This design comes from an exercise in tuning for small area, a short achievable clock period and few clock cycles per item on the open sky130 flow, not from production work.
Where RTL was checked, it was by simulation tests only, not by an equivalence proof against the original.

Setup of alpha:
// fe_mul51_core
module fe_mul51_core (
    input  wire         clk,
    input  wire         rst_n,
    input  wire         start,
    input  wire [319:0] a,
    input  wire [319:0] b,
    output reg          ready,
    output wire [319:0] out
);
Settings: LEC_CHECK=0, CAP_MARGIN=20, CORE_MARGIN=2, CORE_UTILIZATION=55, CTS_CLUSTER_DIAMETER=100, CTS_CLUSTER_SIZE=24, PLACE_DENSITY=0.65, SLEW_MARGIN=20, SYNTH_HIERARCHICAL=1, SYNTH_MINIMUM_KEEP_SIZE=0; clock period 21.0 ns.
standard.sh (not shown) runs the stock make flow with config.mk's settings and CLKGATE_MAP_FILE= SYNTH_SCRIPT=/design/flow/synth_recipe.tcl, a recipe that flattens the netlist after the stock synthesis.
==> flow/flow/run.sh <==
#!/bin/bash
# Own flow: the standard layout (standard.sh: same synthesis, same SDC and
# clock period, same steps), with three optimisation settings changed:
#  - repair_timing keeps a setup slack margin of 15.5 ns, so that it optimises
#    towards a shorter period than the constraint;
#  - the port buffers that the flow inserts on every input and output are
#    sky130_fd_sc_hd__buf_1 instead of the delay cell buffer_ports picks by default;
#  - MATCH_CELL_FOOTPRINT=0 lets the resizer change a cell's size freely.
# Tool output goes to standard.log here and to ORFS's logs under orfs/logs.
set -euo pipefail
export SETUP_SLACK_MARGIN=15.5
export BUFFER_PORTS_ARGS="-buffer_cell sky130_fd_sc_hd__buf_1"
bash standard.sh MATCH_CELL_FOOTPRINT=0 finish > standard.log 2>&1
Testbench counts of alpha, summed over its fixed seeds: cycles 9,600, ops 960.
Here is what was changed in the inputs of beta compared with alpha.
Settings: CTS_CLUSTER_SIZE: 24 -> 20.
==> flow/flow/run.sh <==
#!/bin/bash
# Own flow: the standard layout (standard.sh: same synthesis, same SDC and
# clock period, same steps), with three optimisation settings changed:
#  - repair_timing keeps a setup slack margin of 15.7 ns, so that it optimises
#    towards a shorter period than the constraint;
#  - the port buffers that the flow inserts on every input and output are
#    sky130_fd_sc_hd__buf_1 instead of the delay cell buffer_ports picks by default;
#  - MATCH_CELL_FOOTPRINT=0 lets the resizer change a cell's size freely.
# Tool output goes to standard.log here and to ORFS's logs under orfs/logs.
set -euo pipefail
export SETUP_SLACK_MARGIN=15.7
export BUFFER_PORTS_ARGS="-buffer_cell sky130_fd_sc_hd__buf_1"
bash standard.sh MATCH_CELL_FOOTPRINT=0 finish > standard.log 2>&1
Results
beta: done, clean on timing, DRC and antenna
Post-CTS setup-driven buffer insertion count for beta: 5 up relative to alpha
As far as I/O pin count goes, beta and alpha are indistinguishable; the numbers are identical.
Count of clock-buffer cells in the layout went up by a few percent going from alpha to beta.
Changes observed in beta relative to alpha: routability congestion estimate from global placement lower.
> inputs changed (beta -> gamma)
Settings: PLACE_DENSITY: 0.65 -> 0.72.
==> flow/flow/run.sh <==
#!/bin/bash
# Own flow: the standard layout (standard.sh: same synthesis, same SDC and
# clock period, same steps), with three optimisation settings changed:
#  - repair_timing keeps a setup slack margin of 15.5 ns, so that it optimises
#    towards a shorter period than the constraint;
#  - the port buffers that the flow inserts on every input and output are
#    sky130_fd_sc_hd__buf_1 instead of the delay cell buffer_ports picks by default;
#  - MATCH_CELL_FOOTPRINT=0 lets the resizer change a cell's size freely.
# Tool output goes to standard.log here and to ORFS's logs under orfs/logs.
set -euo pipefail
export SETUP_SLACK_MARGIN=15.5
export BUFFER_PORTS_ARGS="-buffer_cell sky130_fd_sc_hd__buf_1"
bash standard.sh MATCH_CELL_FOOTPRINT=0 finish > standard.log 2>&1
==> results.txt <==
- gamma finished all stages; the layout is clean.
- Share of layout cells above drive strength 1: beta and gamma compared, higher one is beta
- For cell count, gamma and beta come out practically identical.
- Compared with beta, gamma shows a lower total of plain and repair buffers excluding clock buffers.
- The higher area added between synthesis and finish of beta and gamma is in beta.
- The fraction of area in multi-input gates of gamma is higher than that of beta.
- gamma and beta ended up with roughly the same global-route wire length before repair.
- gamma vs. beta: initial antenna violation count rose 30%, final critical-path setup slack lower.
- On gamma: actual transition at the worst max-transition pin is 0.051 ns higher than what beta gave.


fe_mul51_core, a different RTL version from the one above (not shown whole).
For scale: about 23000 cells after synthesis, roughly 960 I/O pins.
clock: 21.0 ns
lec_check: 0
cap_margin: 20
core_margin: 2
core_utilization: 55
place_density: 0.65
slew_margin: 20
synth_hierarchical: 1
synth_minimum_keep_size: 0
==> flow/flow/run.sh <==
#!/bin/bash
# Own flow: the standard layout (standard.sh: same synthesis, same SDC and
# clock period, same steps), with three optimisation settings changed:
#  - repair_timing keeps a setup slack margin of 15 ns, so that it optimises
#    towards a shorter period than the constraint;
#  - the port buffers that the flow inserts on every input and output are
#    sky130_fd_sc_hd__buf_2 instead of the delay cell buffer_ports picks by default;
#  - MATCH_CELL_FOOTPRINT=0 lets the resizer change a cell's size freely.
# Tool output goes to standard.log here and to ORFS's logs under orfs/logs.
set -euo pipefail
export SETUP_SLACK_MARGIN=15
export BUFFER_PORTS_ARGS="-buffer_cell sky130_fd_sc_hd__buf_2"
bash standard.sh MATCH_CELL_FOOTPRINT=0 finish > standard.log 2>&1
The starting point completed with no timing, DRC or antenna violations.
Rerun with:
==> flow/flow/run.sh (replaced) <==
#!/bin/bash
# Own flow: the standard layout (standard.sh: same synthesis, same SDC and
# clock period, same steps), with three optimisation settings changed:
#  - repair_timing keeps a setup slack margin of 16 ns, so that it optimises
#    towards a shorter period than the constraint;
#  - the port buffers that the flow inserts on every input and output are
#    sky130_fd_sc_hd__buf_2 instead of the delay cell buffer_ports picks by default;
#  - MATCH_CELL_FOOTPRINT=0 lets the resizer change a cell's size freely.
# Tool output goes to standard.log here and to ORFS's logs under orfs/logs.
set -euo pipefail
export SETUP_SLACK_MARGIN=16
export BUFFER_PORTS_ARGS="-buffer_cell sky130_fd_sc_hd__buf_2"
bash standard.sh MATCH_CELL_FOOTPRINT=0 finish > standard.log 2>&1
=>
- non-clock buffer count is higher by 304
- utilization is higher by 2.4 points
- cell area is higher by about 4%
- worst hold slack loses 0.0036 ns
- flip-flop and latch count is unchanged
- clock-buffer cell count is higher by 12
- sequential share of layout area is lower by 0.16 points
Rerun with:
==> flow/flow/run.sh (replaced) <==
#!/bin/bash
# Own flow: the standard layout (standard.sh: same synthesis, same SDC and
# clock period, same steps), with three optimisation settings changed:
#  - repair_timing keeps a setup slack margin of 15.5 ns, so that it optimises
#    towards a shorter period than the constraint;
#  - the port buffers that the flow inserts on every input and output are
#    sky130_fd_sc_hd__buf_2 instead of the delay cell buffer_ports picks by default;
#  - MATCH_CELL_FOOTPRINT=0 lets the resizer change a cell's size freely.
# Tool output goes to standard.log here and to ORFS's logs under orfs/logs.
set -euo pipefail
export SETUP_SLACK_MARGIN=15.5
export BUFFER_PORTS_ARGS="-buffer_cell sky130_fd_sc_hd__buf_2"
bash standard.sh MATCH_CELL_FOOTPRINT=0 finish > standard.log 2>&1
After rerunning: The changed run ran to the end with no violations; sequential cell count stays the same; clock-buffer cell count rose by 6; non-clock buffer count fell by 81; setup slack improves by 0.025 ns; die area is unchanged.
Function was not checked in any run of this note: the RTL went through the layout flow alone.

[re-timing with driven ports]
Ports are ideal in the flow. The routed layouts listed here were re-timed in OpenROAD. Step 1 assumes that a clkbuf_16 drives the clock port and a buf_2 every other input. Step 2, shift: input delay + t, output delay - t, t = (earliest + latest rising clock arrival at the registers) / 2. This alone moves slack from input paths to output paths. Three values: no drivers, after step 1, after step 2; two values: the first two.
run	t (ns)	setup WS [ns]	worst setup path after step 2
alpha	1.093	15.152 / 15.026 / 14.582	input to register
beta	1.131	15.150 / 15.024 / 14.701	input to register
gamma	1.146	15.096 / 14.965 / 14.504	input to register
the first run of note 2	1.112	14.962 / 14.837 / 14.525	input to register
the second run of note 2	1.118	15.160 / 15.031 / 14.990	input to register
the third run of note 2	1.116	15.185 / 15.050 / 14.685	input to register
After both steps setup and hold are still met in every run listed. The setup slack of gamma, which loses most, moves by -0.131 ns with the drivers and by -0.592 ns with both steps.
